This design comes from an exercise in tuning for small area on the open sky130 flow, not from production work.
Function was checked by simulation only, so behaviour that the tests miss may differ from the original.
No activity file was given, so power comes from the tool's default toggle rates.

Setup of before:
## myDISP
module myDISP(
		input           clk,
		input           rst_n,
		input           key,
		output   [4:0]  vga_r,
		output   [5:0]  vga_g,
		output   [4:0]  vga_b,
		output          vga_vsync,
		output          vga_hsync,
		output  [16:0]  rom_addr,
		input   [3:0]   rom_data
    );
Size in the first run: about 250 cells after synthesis, about 2000 um2 of cells after synthesis.
==> flow/config.mk <==
export PLATFORM = sky130hd
export DESIGN_NAME = myDISP
export DESIGN_NICKNAME = myDISP
export VERILOG_FILES = /design/flow/design.v
export SDC_FILE = /design/flow/constraint.sdc
export NUM_CORES = 4
export LEC_CHECK = 0
export CAP_MARGIN = 20
export CORE_MARGIN = 2
export CORE_UTILIZATION = 40
export SLEW_MARGIN = 20
==> flow/constraint.sdc <==
create_clock -name core_clock -period 10.0 [get_ports {clk}]
set_input_delay 2.0000 -clock core_clock [delete_from_list [all_inputs] [get_ports {clk}]]
set_output_delay 2.0000 -clock core_clock [all_outputs]
set_load 0.01 [all_outputs]
standard.sh (not shown) runs the stock make flow with config.mk's settings and CLKGATE_MAP_FILE= SYNTH_SCRIPT=/design/flow/synth_recipe.tcl, a recipe that flattens the netlist after the stock synthesis.
==> flow/flow/run.sh <==
#!/bin/bash
# The standard layout (standard.sh, unchanged synthesis), except:
#  - the port buffers that buffer_ports inserts are buf_1 cells;
#  - after floorplan, logic cells go back to their smallest drive strength;
#  - CTS options (no dummy loads).
set -e
export BUFFER_PORTS_ARGS="-buffer_cell sky130_fd_sc_hd__buf_1"
export POST_FLOORPLAN_TCL="$(pwd)/flow/downsize.tcl"
export CTS_ARGS="-repair_clock_nets -dont_use_dummy_load -buf_list sky130_fd_sc_hd__clkbuf_8 -root_buf sky130_fd_sc_hd__clkbuf_8"
bash standard.sh > standard.log 2>&1
==> flow/flow/downsize.tcl <==
set db [ord::get_db]
set n 0
foreach inst [[ord::get_db_block] getInsts] {
  set name [[$inst getMaster] getName]
  if {[regexp {^(sky130_fd_sc_hd__[a-z0-9]+)_([0-9]+)$} $name -> base drv] && $drv > 1} {
    foreach d {0 1} {
      set m [$db findMaster "${base}_$d"]
      if {$m != "NULL"} { break }
    }
    if {$m != "NULL" && [$m getName] != $name} {
      $inst swapMaster $m
      incr n
    }
  }
}
puts "downsize: $n cells set to their smallest drive strength"
before closes out successfully: all stages finished, all timing, DRC and antenna checks passed.
Setup changes, before to after
==> flow/flow/run.sh <==
#!/bin/bash
# The standard layout (standard.sh, unchanged synthesis), except:
#  - the port buffers that buffer_ports inserts are buf_1 cells;
#  - CTS uses one sink cluster and no dummy loads.
set -e
export BUFFER_PORTS_ARGS="-buffer_cell sky130_fd_sc_hd__buf_1"
export CTS_ARGS="-sink_clustering_enable -repair_clock_nets -dont_use_dummy_load -sink_clustering_size 40 -sink_clustering_max_diameter 500 -buf_list sky130_fd_sc_hd__clkbuf_8 -root_buf sky130_fd_sc_hd__clkbuf_8"
bash standard.sh > standard.log 2>&1
removed: flow/flow/downsize.tcl
## What came out
Comparing before against after, there is no change at all in hold violation total from the final report. In the flow results for after and before, the combinational share of power is larger on after. On routability congestion estimate from global placement: between after and before, it ends up higher for after. Looking at after and before, the power after layout is a wash.

== run 4 ==
myDISP again, from the RTL that the note above started with.
export LEC_CHECK = 0
export CAP_MARGIN = 20
export CORE_MARGIN = 2
export CORE_UTILIZATION = 40
export SLEW_MARGIN = 20
create_clock -name core_clock -period 10.0 [get_ports {clk}]
==> flow/flow/run.sh <==
#!/bin/bash
# The standard layout (standard.sh, unchanged synthesis), except:
#  - the port buffers that buffer_ports inserts are buf_1 cells;
#  - CTS uses one sink cluster and no dummy loads.
set -e
export BUFFER_PORTS_ARGS="-buffer_cell sky130_fd_sc_hd__buf_1"
export CTS_ARGS="-sink_clustering_enable -repair_clock_nets -dont_use_dummy_load -sink_clustering_size 40 -sink_clustering_max_diameter 500 -buf_list sky130_fd_sc_hd__clkbuf_4 -root_buf sky130_fd_sc_hd__clkbuf_4"
bash standard.sh > standard.log 2>&1
Relative to run 4, the following input files were edited for run 2:
==> flow/flow/run.sh <==
#!/bin/bash
# The standard layout (standard.sh, unchanged synthesis), except:
#  - the port buffers that buffer_ports inserts are buf_1 cells;
#  - after floorplan, logic cells go back to their smallest drive strength;
#  - CTS options (no dummy loads).
set -e
export BUFFER_PORTS_ARGS="-buffer_cell sky130_fd_sc_hd__buf_1"
export POST_FLOORPLAN_TCL="$(pwd)/flow/downsize.tcl"
export CTS_ARGS="-sink_clustering_enable -repair_clock_nets -dont_use_dummy_load -buf_list sky130_fd_sc_hd__clkbuf_2 -root_buf sky130_fd_sc_hd__clkbuf_4"
bash standard.sh > standard.log 2>&1
==> flow/flow/downsize.tcl (new file) <==
set db [ord::get_db]
set n 0
foreach inst [[ord::get_db_block] getInsts] {
  set name [[$inst getMaster] getName]
  if {[regexp {^(sky130_fd_sc_hd__[a-z0-9]+)_([0-9]+)$} $name -> base drv] && $drv > 1} {
    foreach d {0 1} {
      set m [$db findMaster "${base}_$d"]
      if {$m != "NULL"} { break }
    }
    if {$m != "NULL" && [$m getName] != $name} {
      $inst swapMaster $m
      incr n
    }
  }
}
puts "downsize: $n cells set to their smallest drive strength"
==> comparison <==
- Fraction of area in registers delta for run 2 relative to run 4: 1.2 points higher
- Diff run 4 -> run 2: source-to-sink clock delay at the later pin of the worst-skew pair roughly the same; final non-filler cell area lower.
- Relative to run 4, clock share of power has gone up in run 2.
- When the final numbers for run 4 and run 2 were put side by side, the power density of the placed cells turned out to be greater in run 2.
- Looking at total power consumption of the routed design across both flows, run 2 is the weaker of the two, with run 4 ahead.
- Sort run 4 and run 2 by multi-input gate area in the final layout asc -> top: run 2
- Run 2 vs run 4: routed metal-1 wirelength down in run 2

-- separate check: timing with driven ports --
In the flow no input, the clock included, has a driving cell. The finished layouts below were timed again as built, in two steps. Step 1 sets driving cells, clkbuf_16 on the clock port and buf_2 on the other inputs (assumed; they add their load-dependent delay and slew). Step 2 also shifts input and output timing later by t, the mid clock arrival at the registers, as if the neighbouring blocks saw the same clock. a / b / c = ideal / step 1 / step 2; a / b = the first two.
run | shift t [ns] | slack for setup (ns) | slew at the worst register clock pin (ns) | worst data-port slew with drivers (ns)
before | 0.300 | 4.507 / 4.486 / 4.486 | 0.07 / 0.07 | 0.03
after | 0.308 | 4.377 / 4.356 / 4.356 | 0.06 / 0.06 | 0.03
run 4 | 0.345 | 4.390 / 4.369 / 4.369 | 0.09 / 0.09 | 0.03
run 2 | 0.350 | 4.498 / 4.476 / 4.476 | 0.10 / 0.10 | 0.03
After both steps setup and hold are still met in every run listed. For run 2, which loses most, drivers alone change the setup slack by -0.022 ns; drivers and shift together by -0.022 ns.
